What follows belongs to an exercise in optimizing a design on an open flow for small area and a short achievable clock period; a production flow would make more cautious choices. Only simulation tests tie the RTL to the original design; equivalence was not proved.

## flow/design.v (module list and top-level ports; edited modules follow where they fit)
// module CTE: 60 lines
// module CTE_engA: 362 lines
// module CTE_engB: 304 lines
// module CTE_m0: 318 lines
// module CTE_fa: 5 lines
// module CTE_ha: 5 lines
module CTE ( clk, reset, op_mode, in_en, yuv_in, rgb_in, busy, out_valid, rgb_out, yuv_out);
  // ...
==> flow/flow/run.sh <==
#!/bin/bash
# Standard layout (the standard.sh: standard synthesis and ORFS flow), with the
# port buffers made from buf_2 instead of the default delay buffer, and timing repair aiming 15 ns above zero slack.
set -euo pipefail
bash standard.sh "BUFFER_PORTS_ARGS=-buffer_cell sky130_fd_sc_hd__buf_2" "SETUP_SLACK_MARGIN=15" finish > standard_flow.log 2>&1
==> flow/standard.sh <==
#!/bin/bash
# synth_recipe.tcl (not shown) runs the flow's synth.tcl, then flattens the netlist and writes it again
# the make line also repeats each setting of config.mk as NAME=value (left out here)
make -C /OpenROAD-flow-scripts/flow DESIGN_CONFIG=/design/flow/config.mk WORK_HOME=/design/flow/orfs CLKGATE_MAP_FILE= SYNTH_SCRIPT=/design/flow/synth_recipe.tcl "${@:-finish}"
==> flow/config.mk <==
export PLATFORM = sky130hd
export DESIGN_NAME = CTE
export DESIGN_NICKNAME = CTE
export VERILOG_FILES = /design/flow/design.v
export SDC_FILE = /design/flow/constraint.sdc
export NUM_CORES = 4
export LEC_CHECK = 0
export CAP_MARGIN = 20
export CORE_MARGIN = 2
export CORE_UTILIZATION = 40
export SLEW_MARGIN = 20
==> flow/constraint.sdc <==
create_clock -name core_clock -period 25.0 [get_ports {clk}]
set_input_delay 5.0000 -clock core_clock [delete_from_list [all_inputs] [get_ports {clk}]]
set_output_delay 5.0000 -clock core_clock [all_outputs]
set_load 0.01 [all_outputs]
==> reports/qor.yml, run 1 <==
placed_area_sq_mm: 0.00891
die_h_um: 150
h-tree-depth: 2
synthTopCellsByArea: "fa_1 (30%), ha_1 (14%), edfxtp_1 (14%)"
drc: 0
crit_slowest_cell: "fa_1"
final_cells: 1210
cts-buffers-inserted: 5
finish.instance_area_sq_mm: 0.00907
cpPeakStageDelay_ns: 0.58
status: "finished clean"
fin_skew_ns: 0.00670
synth_top_family_by_area: "adder cells"
fin_hold_ws_ns: 0.605
cts.path.max_buffers: 2
rsz0062_at_grt: "no"
tightest_slew_ns: 0.994
largest_reg_flops: 24
grt_antenna_before_repair: 0
cpMostUsedCell: "fa_1"
ant_nets: 0
synth_adder_area_share_pct: 45.8
cts_tree: "done"
synth_simple_gate_area_share_pct: 10.1
drtPass1Iterations: 5
reg2reg_depth: 19
==> inputs of run 2 (changes only) <==
==> flow/flow/run.sh (replaced) <==
#!/bin/bash
# Standard layout (the standard.sh: standard synthesis and ORFS flow), with the
# port buffers made from buf_2 instead of the default delay buffer.
set -euo pipefail
bash standard.sh "BUFFER_PORTS_ARGS=-buffer_cell sky130_fd_sc_hd__buf_2" finish > standard_flow.log 2>&1
==> run 2 against run 1 <==
Synthesized area unchanged. Die area did not move. Utilization shrank 0.11 points. Worst hold slack worse by 0.00053 ns. Fmax is 0.97% lower. Count of clock-buffer cells in the layout unchanged. Critical path depth is the same. Largest cell class unchanged. Synthesized cell count is the same. Routed wire length down 0.18%. Flip-flop and latch count did not move.
==> reports/qor.yml, run 2 <==
status: "finished clean"  # unchanged
grt_util_met2_pct: 32.7  # unchanged
ant_nets: 0  # unchanged
crit_path_start_kind: "register"  # unchanged
rrSetupSlack_ns: 17.67  # was 17.65 ns
crit_chain: "fa_1 -> fa_1 -> fa_1 -> fa_1 -> ha_1 -> inv_1 -> a2111oi_0 -> a31oi_1 -> o21a_1 -> nor4b_1 -> a311oi_1 -> buf_2"  # was fa_1 -> fa_1 -> fa_1 -> fa_1 -> ha_1 -> a21o_1 -> a221o_1 -> a31oi_1 -> o21a_1 -> nor4b_1 -> a311oi_1 -> buf_2
grt-ovfl-total: 0  # unchanged
nets: 1193  # was 1196
grt_pass1_vias: 6276  # unchanged
via_per_inst: 5.08  # about the same
path_buf_inv: 2  # was 1
antenna_cells: 0  # unchanged
grt_max_degree: 40  # unchanged
cts.path.max_buffers: 2  # unchanged
syn_area_per_cell_sq_um: 9.38  # unchanged
die_h_um: 150  # unchanged
min_period_ns: 9.82  # was 9.72 ns
synth_edf_count: 40  # unchanged
reg2reg_depth: 19  # unchanged
clk_pin_slew_ns: 0.06  # about the same
drive_gt1_share_pct: 10.1  # was 10.4%
tightest_slew_ns: 1.00  # was 0.994 ns
syn_inst: 911  # unchanged
drc: 0  # unchanged
crit_family: "adder cells"  # unchanged
final_cell_mix: "inv_1 (172), fa_1 (127), ha_1 (98), nand2_1 (71), buf_2 (69)"  # unchanged
io_buffers: 69  # unchanged
layout_commonest_cell: "inv_1"  # unchanged
drv_cap: 0  # unchanged
die_w_um: 150  # unchanged
cts-buffers-inserted: 5  # unchanged
clock_latency_ns: 0.29  # about the same
hp-class: "register to register"  # unchanged
ctsHoldBuffers: 0  # unchanged
totalWireLength_um: 19900  # was 20000 um
num_rows: 53  # unchanged
synth_common_cells: "inv_1 (172), fa_1 (127), ha_1 (98)"  # unchanged
period_share_pct: 39.3  # was 38.9%
clock-sinks: 44  # unchanged
post-cts-setup-buffers: 0  # unchanged
netlist_area_sq_mm: 0.00855  # unchanged
grt_antenna_before_repair: 0  # unchanged
fin_hold_ws_ns: 0.605  # about the same
hp-start: "cnt[1]"  # unchanged
synth_top_cell_area_share_pct: 29.7  # unchanged
r2r-end: "np[15]"  # unchanged
worst_r2r_startpoint: "cnt[0]"  # unchanged
crit_type: "register to primary output"  # unchanged
h-tree-depth: 2  # unchanged
hpwl_um: 17100  # unchanged
slew_headroom_pct: 33.2  # was 33.7%
ctsResizeCount: 0  # unchanged
syn_to_final_growth_pct: 5.86  # was 6.13%
rsz0062_at_grt: "no"  # unchanged
avgRoutedWirePerCell_um: 16.5  # about the same
die-area_sq_mm: 0.0226  # unchanged
grt_usage_pct: 18.8  # unchanged
required_ns: 20.00  # about the same
setup_viol: 0  # unchanged
grtUsageMet1_pct: 25.2  # unchanged
top_register: "d"  # unchanged
routabilityCongestion: 0.878  # unchanged
hold_viol: 0  # unchanged
met3_usage_pct: 1.88  # unchanged
critPathArrivalTime_ns: 4.82  # was 4.72 ns
root_buffer: "clkbuf_16"  # unchanged
pre_cts_ws_ns: 15.40  # unchanged
synth_most_common_cell: "inv_1"  # unchanged
yosys_most_used_dff: "edfxtp_1"  # unchanged
fmax_mhz: 102  # was 103 MHz
cpPeakStageDelay_ns: 0.57  # was 0.58 ns
drtIter0Drc: 291  # was 286
fin_skew_ns: 0.00764  # was 0.00670 ns
top_regs: "d x24, np x16, cnt x2"  # unchanged
crit_slowest_cell: "edfxtp_1"  # was fa_1
netlist-cell-type-count: 53  # unchanged
yosysSeqAreaShare_pct: 15.2  # unchanged
via_count: 6129  # was 6144
core-area_sq_mm: 0.0210  # unchanged
yosysTopAreaCell: "fa_1"  # unchanged
ios: 70  # unchanged
yosys_warnings: 1  # unchanged
holdPathEnd: "cnt[1]"  # unchanged
worst_slack_ns: 15.18  # was 15.28 ns
synth_seq_cells: 44  # unchanged
synthTopCellsByArea: "fa_1 (30%), ha_1 (14%), edfxtp_1 (14%)"  # unchanged
largest_reg_flops: 24  # unchanged
start_util_pct: 40.7  # unchanged
hold_depth: 1  # unchanged
grt_pass1_wl_um: 32700  # unchanged
busiest_layer: "met2"  # unchanged
drtPass1Iterations: 5  # unchanged
fin_setup_tns_ns: 0  # unchanged
cpMostUsedCell: "fa_1"  # unchanged
async_reset_ff_share_pct: 9.09  # unchanged
path_max_fanout: 8  # unchanged
end_kind: "primary output"  # unchanged
maxSlewViolCount: 0  # unchanged
fin_util_pct: 43.0  # was 43.2%
cts_tree: "done"  # unchanged
[run 2: cell counts after synthesis]
No cell type changed its count.
[run 2: worst reg2reg max path, stage by stage, from the launching register on]
cell,delay [ns]
dfrtp_1,1.00
inv_1,0.61
ha_1,0.63
buf_4,0.36
o21ai_0,0.64
a22oi_1,0.24
fa_1,0.58
inv_1,0.06
fa_1,0.41
inv_1,0.08
fa_1,0.43
fa_1,0.52
inv_1,0.05
ha_1,0.33
a21o_1,0.21
a21o_1,0.17
a21oi_1,0.17
o21ai_2,0.12
or4b_1,0.52
nand3_1,0.09
[run 2: layer usage]
| metal | wire length, um | vias to the layer above | share of wire (%) |
|---|---|---|---|
| met5 | 0 | - | 0 |
| met4 | 383 | 0 | 1.9 |
| met3 | 728 | 24 | 3.7 |
| met2 | 9920 | 115 | 50 |
| met1 | 8900 | 3013 | 45 |
| li1 | - | 2977 | - |
[run 2: area by class of cell]
type | count | area [sq um]
tap | 275 | 344
inverter | 173 | 649
clock inverter | 1 | 5.00
clock buffer | 6 | 129
fill | 2090 | 12000
multi-input combinational | 637 | 6260
timing repair buffer | 71 | 360
sequential | 44 | 1300
[run 2: metrics by stage]
step	instances	area [sq um]
3_5_place_dp	1200	8910
3_3_place_gp	1200	8910
2_1_floorplan	911	8550
5_1_grt	1207	9050
6_report	1207	9050
4_1_cts	1207	9050
[run 2: worst max path at each step]
stage               start         end  slack, ns  cells past startpoint
6_report            np[6]  yuv_out[7]      15.18                     12
5_1_grt             np[6]  yuv_out[7]      14.87                     12
4_1_cts             np[6]  yuv_out[7]      15.11                     12
3_5_place_dp   rgb_in[17]      np[15]      15.40                     16
3_3_place_gp        np[6]  yuv_out[7]      15.45                     12
2_1_floorplan  rgb_in[10]      np[15]      15.83                     15
[run 2: logic make-up (layout without fill, tap and decap cells)]
| logic type | Yosys count | count (layout) | share of synthesized area [%] |
|---|---|---|---|
| fa+ha+maj | 240 | 240 | 45.8 |
| buf+inv | 230 | 251 | 11.6 |
| simple gates | 186 | 186 | 10.1 |
| compound gates | 164 | 164 | 12.3 |
| flops | 44 | 44 | 15.2 |
| xor+xnor | 41 | 41 | 4.20 |
| mux | 6 | 6 | 0.732 |
==> inputs of run 3 (changes only) <==
--- a/flow/config.mk
+++ b/flow/config.mk
@@ -9,3 +9,4 @@
 export CORE_MARGIN = 2
 export CORE_UTILIZATION = 40
 export SLEW_MARGIN = 20
+export SYNTH_HIERARCHICAL = 1
==> run 3 against run 2 <==
Die area up 2.9%. Fmax up 4.1%. Global-route usage down 1.5 points. Worst hold slack worse by 0.036 ns. Critical path type is now primary input to register. Still clean on timing, DRC and antenna. Non-clock buffer count unchanged.
==> reports/qor.yml, run 3 <==
finish.instance_area_sq_mm: 0.00920  # was 0.00905 sq mm
crit_path_start_kind: "primary input"  # was register
regArea_sq_mm: 0.00130  # unchanged
grt_antenna_before_repair: 0  # unchanged
crit_family: "adder cells"  # unchanged
fin_skew_ns: 0.00716  # was 0.00764 ns
drtIter0Drc: 275  # was 291
cts_tree: "done"  # unchanged
path_buf_inv: 1  # was 2
die_h_um: 152  # was 150 um
drive_gt1_share_pct: 16.3  # was 10.1%
synth_top_cell_area_share_pct: 31.2  # was 29.7%
synth_seq_cells: 44  # unchanged
fin_setup_tns_ns: 0  # unchanged
antenna_cells: 0  # unchanged
num_rows: 54  # was 53
ios: 70  # unchanged
crit_chain: "buf_2 -> mux2_1 -> and2_1 -> or2_2 -> o21bai_1 -> fa_1 -> fa_1 -> fa_1 -> fa_1 -> ha_1 -> and3_1 -> and2_1 -> nand4_1 -> a31oi_1 -> nor4_1 -> a311oi_1"  # was fa_1 -> fa_1 -> fa_1 -> fa_1 -> ha_1 -> inv_1 -> a2111oi_0 -> a31oi_1 -> o21a_1 -> nor4b_1 -> a311oi_1 -> buf_2
worst_slack_ns: 15.56  # was 15.18 ns
cpMostUsedCell: "fa_1"  # unchanged
grt_usage_pct: 17.2  # was 18.8%
setup_viol: 0  # unchanged
period_share_pct: 37.7  # was 39.3%
slew_headroom_pct: 31.7  # was 33.2%
largest_reg_flops: 24  # unchanged
hpwl_um: 16400  # was 17100 um
die-area_sq_mm: 0.0232  # was 0.0226 sq mm
start_util_pct: 40.6  # was 40.7%
placed_area_sq_mm: 0.00904  # was 0.00891 sq mm
via_count: 5972  # was 6129
critPathArrivalTime_ns: 9.54  # was 4.82 ns
clock_latency_ns: 0.29  # about the same
core-area_sq_mm: 0.0217  # was 0.0210 sq mm
placed_cells: 1112  # was 1200
ctsResizeCount: 0  # unchanged
yosys_most_used_dff: "edfxtp_1"  # unchanged
yosysTopAreaCell: "fa_1"  # unchanged
synth_common_cells: "fa_1 (137), ha_1 (87), nand2_1 (67)"  # was inv_1 (172), fa_1 (127), ha_1 (98)
async_reset_ff_share_pct: 9.09  # unchanged
top_register: "d"  # unchanged
tightest_slew_ns: 1.02  # was 1.00 ns
h-tree-depth: 2  # unchanged
end_kind: "register"  # was primary output
ctsHoldBuffers: 0  # unchanged
drtPass1Iterations: 4  # was 5
io_buffers: 69  # unchanged
cts.path.max_buffers: 2  # unchanged
syn_area_per_cell_sq_um: 10.6  # was 9.38 sq um
die_w_um: 152  # was 150 um
rsz0062_at_grt: "no"  # unchanged
via_per_inst: 5.33  # was 5.08
crit_slowest_cell: "fa_1"  # was edfxtp_1
yosys_warnings: 7  # was 1
hp-class: "register to register"  # unchanged
pre_cts_ws_ns: 15.27  # was 15.40 ns
totalWireLength_um: 19200  # was 19900 um
yosysSeqAreaShare_pct: 14.8  # was 15.2%
required_ns: 25.10  # was 20.00 ns
final_cells: 1120  # was 1207
synth_edf_count: 40  # unchanged
hold_viol: 0  # unchanged
root_buffer: "clkbuf_16"  # unchanged
fin_hold_ws_ns: 0.569  # was 0.605 ns
post-cts-setup-buffers: 0  # unchanged
top_regs: "d x24, np x16, cnt x2"  # unchanged
avgRoutedWirePerCell_um: 17.2  # was 16.5 um
status: "finished clean"  # unchanged
final_cell_mix: "fa_1 (137), ha_1 (86), buf_2 (69), nand2_1 (67), inv_1 (46)"  # was inv_1 (172), fa_1 (127), ha_1 (98), nand2_1 (71), buf_2 (69)
maxSlewViolCount: 0  # unchanged
drc: 0  # unchanged
syn_inst: 828  # was 911
synth_most_common_cell: "fa_1"  # was inv_1
netlist_area_sq_mm: 0.00880  # was 0.00855 sq mm
multi_input_comb_area_sq_mm: 0.00685  # was 0.00626 sq mm
cpPeakStageDelay_ns: 0.53  # was 0.57 ns
nets: 1099  # was 1193
fmax_mhz: 106  # was 102 MHz
syn_to_final_growth_pct: 4.56  # was 5.86%
netlist-cell-type-count: 76  # was 53
clk_pin_slew_ns: 0.06  # about the same
crit_type: "primary input to register"  # was register to primary output
grt_pass1_vias: 6240  # was 6276
path_max_fanout: 4  # was 8
grt_max_degree: 50  # was 40
cts-buffers-inserted: 5  # unchanged
ant_nets: 0  # unchanged
grt-ovfl-total: 0  # unchanged
grt_pass1_wl_um: 32700  # about the same
layout_commonest_cell: "fa_1"  # was inv_1
min_period_ns: 9.44  # was 9.82 ns
clock-sinks: 44  # unchanged
synthTopCellsByArea: "fa_1 (31%), edfxtp_1 (14%), ha_1 (12%)"  # was fa_1 (30%), ha_1 (14%), edfxtp_1 (14%)
fin_util_pct: 42.4  # was 43.0%
drv_cap: 0  # unchanged
n_fill_cell: 2084  # was 2090
routabilityCongestion: 0.837  # was 0.878
-- run 3: logic make-up after synthesis --
| family | share of synthesized area (%) |
|---|---|
| AO/OA/AOI/OAI | 13.7 |
| multiplexers | 4.58 |
| XOR/XNOR | 2.89 |
| adder cells (fa/ha/maj) | 44.9 |
| AND/OR/NAND/NOR | 11.4 |
| flip-flops | 14.8 |
| other | 0.0853 |
| buffers and inverters | 7.66 |
-- run 3: final cells by class --
| cell class | count | area share, % |
|---|---|---|
| multi-input combinational | 669 | 74.4 |
| timing repair buffer | 71 | 3.92 |
| clock buffer | 6 | 1.40 |
| inverter | 48 | 1.96 |
| clock inverter | 2 | 0.381 |
| tap | 280 | 3.81 |
| sequential | 44 | 14.1 |
-- run 3: final timing paths --
| kind | from | to | slack, ns | cells past startpoint |
|---|---|---|---|---|
| setup / recovery | rgb_in[5] | np[15] | 15.56 | 16 |
| hold / removal | valid_r | valid_r | 0.57 | 2 |
| setup reg to reg | cnt[0] | np[15] | 18.67 | 17 |
| hold reg to reg | valid_r | valid_r | 0.57 | 2 |
| max in group asynchronous | reset | cnt[1] | 20.26 | 2 |
| min in group asynchronous | reset | cnt[0] | 4.58 | 2 |
-- run 3: worst register-to-register path, stage by stage (launching register included) --
cell	delay [ns]
dfrtp_1	0.36
buf_4	0.27
inv_1	0.20
ha_2	0.55
buf_4	0.45
mux2_2	0.44
a221o_1	0.38
fa_1	0.53
fa_1	0.47
fa_1	0.53
fa_1	0.41
ha_1	0.38
and3_1	0.23
and2_1	0.17
nand4_1	0.15
a31oi_1	0.28
nor4_1	0.09
a311oi_1	0.26
-- run 3: modules after synthesis, one instance, submodules excluded --
module | cells inside | cell area [sq um] | copies in the design
CTE | 161 | 2060 | 1
CTE_m0 | 185 | 1450 | 1
CTE_ha | 1 | 12.5 | 30
CTE_engA | 216 | 1540 | 1
CTE_engB | 106 | 778 | 1
CTE_fa | 1 | 20.0 | 130
-- run 3: per-layer routing --
metal | global-route usage, % | vias up | wire, um
met1 | 24.2 | 2992 | 8960
met4 | 2.89 | 0 | 272
met3 | 1.48 | 17 | 622
met2 | 29.6 | 103 | 9370
li1 | - | 2860 | -
met5 | 0 | - | 0
==> inputs of run 4 (changes only) <==
==> flow/run.sh (new file) <==
#!/bin/bash
# synth_recipe.tcl (not shown) runs the flow's synth.tcl, then flattens the netlist and writes it again
# the make line also repeats each setting of config.mk as NAME=value (left out here)
make -C /OpenROAD-flow-scripts/flow DESIGN_CONFIG=/design/flow/config.mk WORK_HOME=/design/flow/orfs CLKGATE_MAP_FILE= SYNTH_SCRIPT=/design/flow/synth_recipe.tcl finish
--- a/flow/config.mk
+++ b/flow/config.mk
@@ -9,4 +9,3 @@
 export CORE_MARGIN = 2
 export CORE_UTILIZATION = 40
 export SLEW_MARGIN = 20
-export SYNTH_HIERARCHICAL = 1
removed: flow/flow/run.sh
removed: flow/standard.sh
==> run 4 against run 3 <==
Worst hold slack improved by 0.033 ns. Routed wire length is 1.9% higher. Utilization increased by 2.3 points. First-iteration DRC count rose by 4.4%. Non-clock buffer count grew 1. Fmax shrank 7.9%. Still clean. Via count grew 2.0%. Synthesized area is 2.9% lower. Worst setup slack worse by 0.80 ns. Flip-flop and latch count is the same. Die area shrank 2.8%.
==> reports/qor.yml, run 4 <==
path_buf_inv: 2  # was 1
crit_family: "adder cells"  # unchanged
end_kind: "primary output"  # was register
top_register: "d"  # unchanged
drive_gt1_share_pct: 2.68  # was 16.3%
drv_cap: 0  # unchanged
tightest_slew_ns: 1.00  # was 1.02 ns
layout_commonest_cell: "inv_1"  # was fa_1
h-tree-depth: 2  # unchanged
hold_viol: 0  # unchanged
rsz0062_at_grt: "no"  # unchanged
synthTopCellsByArea: "fa_1 (30%), ha_1 (14%), edfxtp_1 (14%)"  # was fa_1 (31%), edfxtp_1 (14%), ha_1 (12%)
ctsHoldBuffers: 0  # unchanged
ios: 70  # unchanged
cts.path.max_buffers: 2  # unchanged
via_per_inst: 5.04  # was 5.33
status: "finished clean"  # unchanged
grt-ovfl-total: 0  # unchanged
fin_hold_ws_ns: 0.601  # was 0.569 ns
hp-class: "register to register"  # unchanged
netlist-cell-type-count: 53  # was 76
grt_max_degree: 40  # was 50
die_w_um: 150  # was 152 um
cts_tree: "done"  # unchanged
min_period_ns: 10.24  # was 9.44 ns
clock_latency_ns: 0.29  # about the same
root_buffer: "clkbuf_16"  # unchanged
io_buffers: 69  # unchanged
crit_type: "register to primary output"  # was primary input to register
synth_top_cell_area_share_pct: 29.7  # was 31.2%
synth_seq_cells: 44  # unchanged
routabilityCongestion: 0.891  # was 0.837
maxSlewViolCount: 0  # unchanged
path_max_fanout: 8  # was 4
synth_edf_count: 40  # unchanged
nets: 1194  # was 1099
fmax_mhz: 97.7  # was 106 MHz
totalWireLength_um: 19600  # was 19200 um
syn_to_final_growth_pct: 9.97  # was 4.56%
hpwl_um: 16900  # was 16400 um
largest_reg_flops: 24  # unchanged
cpPeakStageDelay_ns: 0.59  # was 0.53 ns
crit_chain: "fa_1 -> fa_1 -> fa_1 -> fa_1 -> ha_1 -> inv_1 -> a2111oi_0 -> a31oi_1 -> o21a_1 -> a311oi_1 -> clkdlybuf4s50_1"  # was buf_2 -> mux2_1 -> and2_1 -> or2_2 -> o21bai_1 -> fa_1 -> fa_1 -> fa_1 -> fa_1 -> ha_1 -> and3_1 -> and2_1 -> nand4_1 -> a31oi_1 -> nor4_1 -> a311oi_1
ant_nets: 0  # unchanged
fin_setup_tns_ns: 0  # unchanged
synth_most_common_cell: "inv_1"  # was fa_1
clock-sinks: 44  # unchanged
yosysTopAreaCell: "fa_1"  # unchanged
synth_common_cells: "inv_1 (172), fa_1 (127), ha_1 (98)"  # was fa_1 (137), ha_1 (87), nand2_1 (67)
num_rows: 53  # was 54
fin_skew_ns: 0.00773  # was 0.00716 ns
grt_pass1_vias: 6390  # was 6240
yosys_most_used_dff: "edfxtp_1"  # unchanged
top_regs: "d x24, np x16, cnt x2"  # unchanged
ctsResizeCount: 0  # unchanged
die_h_um: 150  # was 152 um
cts-buffers-inserted: 5  # unchanged
start_util_pct: 40.7  # was 40.6%
syn_inst: 911  # was 828
placed_cells: 1201  # was 1112
final_cells: 1208  # was 1120
via_count: 6093  # was 5972
drtIter0Drc: 287  # was 275
critPathArrivalTime_ns: 5.24  # was 9.54 ns
grt_usage_pct: 18.8  # was 17.2%
avgRoutedWirePerCell_um: 16.2  # was 17.2 um
async_reset_ff_share_pct: 9.09  # unchanged
slew_headroom_pct: 32.9  # was 31.7%
required_ns: 20.00  # was 25.10 ns
period_share_pct: 41.0  # was 37.7%
antenna_cells: 0  # unchanged
yosysSeqAreaShare_pct: 15.2  # was 14.8%
syn_area_per_cell_sq_um: 9.38  # was 10.6 sq um
die-area_sq_mm: 0.0226  # was 0.0232 sq mm
cpMostUsedCell: "fa_1"  # unchanged
post-cts-setup-buffers: 0  # unchanged
grt_antenna_before_repair: 0  # unchanged
netlist_area_sq_mm: 0.00855  # was 0.00880 sq mm
setup_viol: 0  # unchanged
drtPass1Iterations: 5  # was 4
crit_slowest_cell: "a2111oi_0"  # was fa_1
crit_path_start_kind: "register"  # was primary input
final_cell_mix: "inv_1 (172), fa_1 (127), ha_1 (98), nand2_1 (71), clkdlybuf4s50_1 (69)"  # was fa_1 (137), ha_1 (86), buf_2 (69), nand2_1 (67), inv_1 (46)
core-area_sq_mm: 0.0210  # was 0.0217 sq mm
drc: 0  # unchanged
grt_pass1_wl_um: 32800  # was 32700 um
clk_pin_slew_ns: 0.06  # about the same
yosys_warnings: 1  # was 7
[run 4: worst paths after layout]
path / start / end / slack (ns) / cells past startpoint
worst max-delay path: np[6] / yuv_out[7] / 14.76 / 11
worst max register to register: cnt[0] / np[15] / 18.21 / 19
max in group asynchronous: reset / busy_r / 19.96 / 2
worst min register to register: cnt[1] / cnt[1] / 0.60 / 1
worst min-delay path: cnt[1] / cnt[1] / 0.60 / 1
min in group asynchronous: reset / cnt[1] / 4.89 / 2
[run 4: worst reg2reg max path: cells and delay by family, from the launching register on]
kind            cells  cell delay, ns
compound gates      4            0.78
fa+ha+maj           6            2.92
buf+inv             4            1.19
flops               1            0.35
simple gates        5            1.42
[run 4: per-stage QoR]
stage | worst slack (ns) | area, sq um | utilization, %
detailed placement | 14.98 | 9270 | 44.1
CTS | 14.64 | 9400 | 44.7
global route | 14.37 | 9400 | 44.7
finish | 14.76 | 9400 | 44.7
floorplan | 15.83 | 8550 | -
global placement | 14.99 | 9270 | 44.1
[run 4: routing by layer]
| metal | wire (um) | vias to the layer above | GRT usage, % | share of wire [%] |
|---|---|---|---|---|
| li1 | - | 2983 | - | - |
| met1 | 8850 | 2974 | 25.0 | 45 |
| met2 | 9660 | 114 | 33.1 | 49 |
| met3 | 698 | 22 | 2.06 | 3.6 |
| met4 | 369 | 0 | 4.29 | 1.9 |
| met5 | 0 | - | 0 | 0 |
[run 4: logic make-up (layout without fill, tap and decap cells)]
family	count (synthesis)	count (layout)	synth area share [%]
xor+xnor	41	41	4.20
fa+ha+maj	240	240	45.8
mux	6	6	0.732
compound gates	164	164	12.3
buf+inv	230	252	11.6
simple gates	186	186	10.1
flops	44	44	15.2
[run 4: area by class of cell]
cell class	count	area, sq um
Clock inverter	2	7.51
Sequential cell	44	1300
Timing Repair Buffer	72	713
Multi-Input combinational cell	637	6260
Fill cell	2059	11600
Tap cell	275	344
Clock buffer	5	125
Inverter	173	649
==> inputs of run 5 (changes only) <==
==> flow/flow/run.sh (new file) <==
#!/bin/bash
# Standard layout (the standard.sh: standard synthesis and ORFS flow), with the
# port buffers made from buf_2 instead of the default delay buffer, and timing repair aiming 18 ns above zero slack.
set -euo pipefail
bash standard.sh "BUFFER_PORTS_ARGS=-buffer_cell sky130_fd_sc_hd__buf_2" "SETUP_SLACK_MARGIN=18" finish > standard_flow.log 2>&1
==> flow/standard.sh (new file) <==
#!/bin/bash
# synth_recipe.tcl (not shown) runs the flow's synth.tcl, then flattens the netlist and writes it again
# the make line also repeats each setting of config.mk as NAME=value (left out here)
make -C /OpenROAD-flow-scripts/flow DESIGN_CONFIG=/design/flow/config.mk WORK_HOME=/design/flow/orfs CLKGATE_MAP_FILE= SYNTH_SCRIPT=/design/flow/synth_recipe.tcl "${@:-finish}"
removed: flow/run.sh
==> run 5 against run 4 <==
Critical path type unchanged. Global-route usage up 1.4 points. Clock skew up 0.0026 ns.
==> reports/qor.yml, run 5 <==
antenna_cells: 0  # unchanged
worst_r2r_startpoint: "cnt[0]"  # unchanged
synth_top_family_by_area: "adder cells"  # unchanged
grt_util_met2_pct: 35.0  # was 33.1%
fin_skew_ns: 0.0103  # was 0.00773 ns
hold_viol: 0  # unchanged
busiest_layer: "met2"  # unchanged
top_register: "d"  # unchanged
die-area_sq_mm: 0.0226  # unchanged
worst_slack_ns: 15.68  # was 14.76 ns
status: "finished clean"  # unchanged
synth_most_common_cell: "inv_1"  # unchanged
syn_to_final_growth_pct: 26.8  # was 9.97%
clock_latency_ns: 0.30  # was 0.29 ns
grt_pass1_wl_um: 35100  # was 32800 um
synth_common_cells: "inv_1 (172), fa_1 (127), ha_1 (98)"  # unchanged
cts.path.max_buffers: 2  # unchanged
yosysTopAreaCell: "fa_1"  # unchanged
grt_max_degree: 46  # was 40
drtPass1Iterations: 4  # was 5
hpwl_um: 17400  # was 16900 um
die_w_um: 150  # unchanged
hp-start: "valid_r"  # was cnt[1]
finish.instance_area_sq_mm: 0.0108  # was 0.00940 sq mm
drc: 0  # unchanged
synth_edf_count: 40  # unchanged
clock-sinks: 44  # unchanged
cp-startpoint: "np[3]"  # was np[6]
ctsHoldBuffers: 0  # unchanged
drtIter0Drc: 214  # was 287
fin_hold_ws_ns: 0.615  # was 0.601 ns
fin_util_pct: 51.6  # was 44.7%
hold_depth: 2  # was 1
cts_tree: "done"  # unchanged
final_cells: 1277  # was 1208
min_period_ns: 9.32  # was 10.24 ns
top_regs: "d x24, np x16, cnt x2"  # unchanged
h-tree-depth: 2  # unchanged
fin_setup_tns_ns: 0  # unchanged
layout_commonest_cell: "inv_1"  # unchanged
async_reset_ff_share_pct: 9.09  # unchanged
synthTopCellsByArea: "fa_1 (30%), ha_1 (14%), edfxtp_1 (14%)"  # unchanged
placed_area_sq_mm: 0.00927  # about the same
end_kind: "primary output"  # unchanged
ios: 70  # unchanged
grt-ovfl-total: 0  # unchanged
synth_mux_area_share_pct: 0.732  # unchanged
clk_pin_slew_ns: 0.07  # was 0.06 ns
routabilityCongestion: 0.907  # was 0.891
synth_seq_cells: 44  # unchanged
grt_pass1_vias: 6930  # was 6390
placed_cells: 1200  # was 1201
root_buffer: "clkbuf_16"  # unchanged
grt_usage_pct: 20.2  # was 18.8%
synth_adder_area_share_pct: 45.8  # unchanged
critPathArrivalTime_ns: 4.32  # was 5.24 ns
start_util_pct: 40.7  # unchanged
netlist-cell-type-count: 53  # unchanged
final_cell_mix: "inv_1 (160), fa_1 (105), ha_1 (76), nand2_1 (63), buf_4 (54)"  # was inv_1 (172), fa_1 (127), ha_1 (98), nand2_1 (71), clkdlybuf4s50_1 (69)
yosys_warnings: 1  # unchanged
via_per_inst: 5.07  # was 5.04
netlist_area_sq_mm: 0.00855  # unchanged
syn_area_per_cell_sq_um: 9.38  # unchanged
pre_cts_ws_ns: 15.53  # was 14.98 ns
syn_inst: 911  # unchanged
period_share_pct: 37.3  # was 41.0%
yosys_most_used_dff: "edfxtp_1"  # unchanged
grtUsageMet1_pct: 26.7  # was 25.0%
maxSlewViolCount: 0  # unchanged
totalWireLength_um: 21600  # was 19600 um
synth_xor_area_share_pct: 4.20  # unchanged
cts-buffers-inserted: 5  # unchanged
met3_usage_pct: 1.91  # was 2.06%
yosysSeqAreaShare_pct: 15.2  # unchanged
io_buffers: 69  # unchanged
grt_antenna_before_repair: 0  # unchanged
drv_cap: 0  # unchanged
nets: 1262  # was 1194
holdPathEnd: "valid_r"  # was cnt[1]
ant_nets: 0  # unchanged
path_max_fanout: 4  # was 8
num_rows: 53  # unchanged
slew_headroom_pct: 40.5  # was 32.9%
avgRoutedWirePerCell_um: 16.9  # was 16.2 um
synth_top_cell_area_share_pct: 29.7  # unchanged
required_ns: 20.00  # about the same
via_count: 6471  # was 6093
hp-class: "register to register"  # unchanged
synth_compound_area_share_pct: 12.3  # unchanged
n_fill_cell: 1909  # was 2059
setup_viol: 0  # unchanged
drive_gt1_share_pct: 33.9  # was 2.68%
rrSetupSlack_ns: 18.32  # was 18.21 ns
largest_reg_flops: 24  # unchanged
r2r-end: "np[15]"  # unchanged
fmax_mhz: 107  # was 97.7 MHz
synth_simple_gate_area_share_pct: 10.1  # unchanged
tightest_slew_ns: 0.891  # was 1.00 ns
crit_type: "register to primary output"  # unchanged
die_h_um: 150  # unchanged
rsz0062_at_grt: "yes"  # was no
core-area_sq_mm: 0.0210  # unchanged
reg2reg_depth: 20  # was 19
crit_path_start_kind: "register"  # unchanged
[run 5: layout make-up]
type	instances	area, sq um	share of cell area [%]
sequential	44	1300	12.0
inverter	173	652	6.02
tap	275	344	3.18
clock buffer	6	129	1.19
multi-input combinational	637	7310	67.4
timing repair buffer	140	1070	9.86
clock inverter	2	35.0	0.323
[run 5: kinds of logic after synthesis]
group / Yosys count
adder cells (fa/ha/maj): 240
buffers and inverters: 230
AND/OR/NAND/NOR: 186
AO/OA/AOI/OAI: 164
flip-flops: 44
XOR/XNOR: 41
multiplexers: 6
[run 5: worst max-delay path by stage]
stage / end / cells past startpoint
after CTS: yuv_out[6] / 13
after detailed placement: np[15] / 16
final: yuv_out[6] / 13
after floorplan: yuv_out[7] / 11
after global placement: np[15] / 16
after global routing: yuv_out[6] / 13
[run 5: critical path: stages (launching register included)]
cell and delay, ns:
edfxtp_1 0.50, fa_2 0.44, fa_2 0.55, fa_1 0.43
fa_1 0.54, ha_4 0.22, and3_4 0.17, a221o_1 0.35
a31oi_4 0.21, o21a_4 0.18, buf_6 0.09, o21bai_1 0.07
a21oi_2 0.14, buf_2 0.14
[run 5: routing by layer]
metal,vias to the layer above,routed length (um)
met5,-,0
met4,0,596
met3,36,631
met2,104,10800
met1,3203,9560
li1,3128,-
[run 5: what timing repair did]
action | in CTS | in global routing
gates resized for setup | 111 | 63
pin swaps | 75 | 40
setup endpoints to repair | 45 | 61
setup buffers | 47 | 21
==> inputs of run 6 (changes only) <==
==> flow/flow/run.sh (replaced) <==
#!/bin/bash
# Standard layout (the standard.sh: standard synthesis and ORFS flow), with the
# port buffers made from buf_2 instead of the default delay buffer, and timing repair aiming 16.5 ns above zero slack.
set -euo pipefail
bash standard.sh "BUFFER_PORTS_ARGS=-buffer_cell sky130_fd_sc_hd__buf_2" "SETUP_SLACK_MARGIN=16.5" finish > standard_flow.log 2>&1
==> run 6 against run 5 <==
Still clean on timing, DRC and antenna. Die area unchanged. Critical path depth rose by 1. Synthesized area is the same. Synthesized cell count did not move. Clock skew increased by 0.0064 ns. Register-to-register slack got worse by 0.61 ns.
==> reports/qor.yml, run 6 <==
status: "finished clean"  # unchanged
netlist-cell-type-count: 53  # unchanged
final_cell_mix: "inv_1 (160), fa_1 (106), ha_1 (75), nand2_1 (65), buf_2 (63)"  # was inv_1 (160), fa_1 (105), ha_1 (76), nand2_1 (63), buf_4 (54)
grt-ovfl-total: 0  # unchanged
end_kind: "primary output"  # unchanged
cts-buffers-inserted: 5  # unchanged
multi_input_comb_area_sq_mm: 0.00706  # was 0.00731 sq mm
fin_skew_ns: 0.0167  # was 0.0103 ns
maxSlewViolCount: 0  # unchanged
clk_pin_slew_ns: 0.08  # was 0.07 ns
num_rows: 53  # unchanged
placed_area_sq_mm: 0.00913  # was 0.00927 sq mm
cts.path.max_buffers: 2  # unchanged
via_count: 6421  # was 6471
drive_gt1_share_pct: 29.9  # was 33.9%
start_util_pct: 40.7  # unchanged
largest_reg_flops: 24  # unchanged
grt_antenna_before_repair: 0  # unchanged
path_buf_inv: 3  # was 2
layout_commonest_cell: "inv_1"  # unchanged
pre_cts_ws_ns: 15.59  # was 15.53 ns
drc: 0  # unchanged
crit_path_start_kind: "register"  # unchanged
synth_seq_cells: 44  # unchanged
fin_hold_ws_ns: 0.602  # was 0.615 ns
cpPeakStageDelay_ns: 0.57  # was 0.55 ns
critPathArrivalTime_ns: 4.31  # was 4.32 ns
synthTopCellsByArea: "fa_1 (30%), ha_1 (14%), edfxtp_1 (14%)"  # unchanged
drv_cap: 0  # unchanged
die_h_um: 150  # unchanged
crit_chain: "buf_6 -> ha_4 -> fa_2 -> fa_1 -> fa_1 -> ha_4 -> nor3_4 -> a2111oi_4 -> a31oi_4 -> o21a_2 -> buf_6 -> o21a_1 -> a21oi_2 -> buf_2"  # was fa_2 -> fa_2 -> fa_1 -> fa_1 -> ha_4 -> and3_4 -> a221o_1 -> a31oi_4 -> o21a_4 -> buf_6 -> o21bai_1 -> a21oi_2 -> buf_2
hpwl_um: 16900  # was 17400 um
ctsHoldBuffers: 0  # unchanged
antenna_cells: 0  # unchanged
reg2reg_depth: 21  # was 20
netlist_area_sq_mm: 0.00855  # unchanged
synth_common_cells: "inv_1 (172), fa_1 (127), ha_1 (98)"  # unchanged
root_buffer: "clkbuf_16"  # unchanged
crit_family: "adder cells"  # unchanged
async_reset_ff_share_pct: 9.09  # unchanged
yosysTopAreaCell: "fa_1"  # unchanged
cp.depth: 14  # was 13
grt_usage_pct: 20.3  # was 20.2%
tightest_slew_ns: 1.12  # was 0.891 ns
syn_area_per_cell_sq_um: 9.38  # unchanged
via_per_inst: 5.06  # was 5.07
hp-class: "register to register"  # unchanged
rrSetupSlack_ns: 17.71  # was 18.32 ns
holdPathEnd: "cnt[1]"  # was valid_r
hold_viol: 0  # unchanged
ios: 70  # unchanged
syn_to_final_growth_pct: 22.1  # was 26.8%
ant_nets: 0  # unchanged
hp-start: "cnt[1]"  # was valid_r
rsz0062_at_grt: "yes"  # unchanged
worst_r2r_startpoint: "cnt[0]"  # unchanged
die-area_sq_mm: 0.0226  # unchanged
avgRoutedWirePerCell_um: 16.8  # was 16.9 um
final_cells: 1270  # was 1277
io_buffers: 69  # unchanged
period_share_pct: 37.2  # was 37.3%
r2r-end: "np[15]"  # unchanged
finish.instance_area_sq_mm: 0.0104  # was 0.0108 sq mm
h-tree-depth: 2  # unchanged
yosys_most_used_dff: "edfxtp_1"  # unchanged
min_period_ns: 9.31  # was 9.32 ns
cts_tree: "done"  # unchanged
slew_headroom_pct: 25.0  # was 40.5%
fin_util_pct: 49.6  # was 51.6%
grt_pass1_vias: 6843  # was 6930
regArea_sq_mm: 0.00130  # unchanged
core-area_sq_mm: 0.0210  # unchanged
die_w_um: 150  # unchanged
clock_latency_ns: 0.31  # was 0.30 ns
yosys_warnings: 1  # unchanged
synth_most_common_cell: "inv_1"  # unchanged
top_register: "d"  # unchanged
yosysSeqAreaShare_pct: 15.2  # unchanged
setup_viol: 0  # unchanged
top_regs: "d x24, np x16, cnt x2"  # unchanged
fin_setup_tns_ns: 0  # unchanged
grt_max_degree: 40  # was 46
clock-sinks: 44  # unchanged
worst_slack_ns: 15.69  # was 15.68 ns
fmax_mhz: 107  # about the same
synth_top_cell_area_share_pct: 29.7  # unchanged
nets: 1255  # was 1262
n_fill_cell: 1928  # was 1909
routabilityCongestion: 0.863  # was 0.907
required_ns: 20.00  # about the same
path_max_fanout: 3  # was 4
drtPass1Iterations: 5  # was 4
placed_cells: 1201  # was 1200
drtIter0Drc: 321  # was 214
syn_inst: 911  # unchanged
crit_type: "register to primary output"  # unchanged
synth_edf_count: 40  # unchanged
hold_depth: 1  # was 2
crit_slowest_cell: "fa_2"  # unchanged
totalWireLength_um: 21400  # was 21600 um
grt_pass1_wl_um: 35300  # was 35100 um
## run 6: cell counts after synthesis
No cell type changed its count.
## run 6: area by class of cell
type                            count  area share, %
Inverter                          173           6.22
Multi-Input combinational cell    637           67.7
Tap cell                          275           3.30
Sequential cell                    44           12.5
Clock buffer                        5           1.20
Timing Repair Buffer              133           8.92
Clock inverter                      3          0.180
## run 6: worst max path at each step
stage / start / endpoint / slack [ns]
4_1_cts: np[3] / yuv_out[7] / 15.66
5_1_grt: np[0] / yuv_out[6] / 15.51
6_report: np[0] / yuv_out[6] / 15.69
3_5_place_dp: rgb_in[22] / np[15] / 15.59
3_3_place_gp: np[4] / yuv_out[7] / 15.61
2_1_floorplan: np[7] / yuv_out[7] / 16.04
## run 6: per-layer routing
metal | vias up | part of all wire [%] | routed length, um | track usage (%)
met5 | - | 0 | 0 | 0
met4 | 0 | 2.2 | 470 | 5.28
met3 | 29 | 3.6 | 767 | 2.67
met2 | 110 | 50 | 10800 | 35.4
met1 | 3168 | 44 | 9380 | 26.7
li1 | 3114 | - | - | -
## run 6: cell families after synthesis
kind of cell,after synthesis,share of synthesized area [%]
muxes,6,0.732
DFF,44,15.2
buffers and inverters,230,11.6
and+or+nand+nor,186,10.1
adders and majority gates,240,45.8
AOI/OAI and AO/OA,164,12.3
xor gates and xnor gates,41,4.20
## run 6: what timing repair did
| action | CTS | global route |
|---|---|---|
| endpoints found under the hold margin | 0 | 0 |
| setup buffers | 51 | 10 |
| resized for setup | 120 | 40 |
| endpoints found under the setup margin | 32 | 33 |
| pin swaps | 69 | 20 |
| cloned | 0 | 0 |

==> afterwards: timing with drivers on the ports <==
The flow's constraints put no driver on any port. The routed layouts listed below were extracted and timed again, unchanged, in two steps. Step 1 sets driving cells, clkbuf_16 on the clock port and buf_2 on the other inputs (assumed; they add their load-dependent delay and slew). Step 2 also shifts input and output timing later by t, the mid clock arrival at the registers, as if the neighbouring blocks saw the same clock. Three values: ideal ports, drivers, drivers and shift; two values: the first two.
run | t, ns | setup WS [ns] | hold WS [ns] | worst setup path after step 2 | clock arrival spread, ns
run 1 | 0.326 | 15.278 / 15.239 / 15.380 | 0.605 / 0.605 / 0.605 | input to register | 0.006 / 0.007
run 2 | 0.326 | 15.182 / 15.143 / 15.358 | 0.605 / 0.605 / 0.605 | input to register | 0.008 / 0.008
run 3 | 0.320 | 15.564 / 15.584 / 15.264 | 0.569 / 0.569 / 0.569 | input to register | 0.007 / 0.008
run 4 | 0.325 | 14.760 / 14.724 / 15.038 | 0.601 / 0.601 / 0.601 | input to register | 0.008 / 0.008
run 5 | 0.329 | 15.677 / 15.638 / 15.838 | 0.615 / 0.615 / 0.615 | input to register | 0.010 / 0.011
run 6 | 0.339 | 15.690 / 15.649 / 15.813 | 0.602 / 0.602 / 0.602 | input to register | 0.017 / 0.017
After both steps setup and hold are still met in every run listed. The setup slack of run 3, which loses most, moves by +0.020 ns with the drivers and by -0.300 ns with both steps.
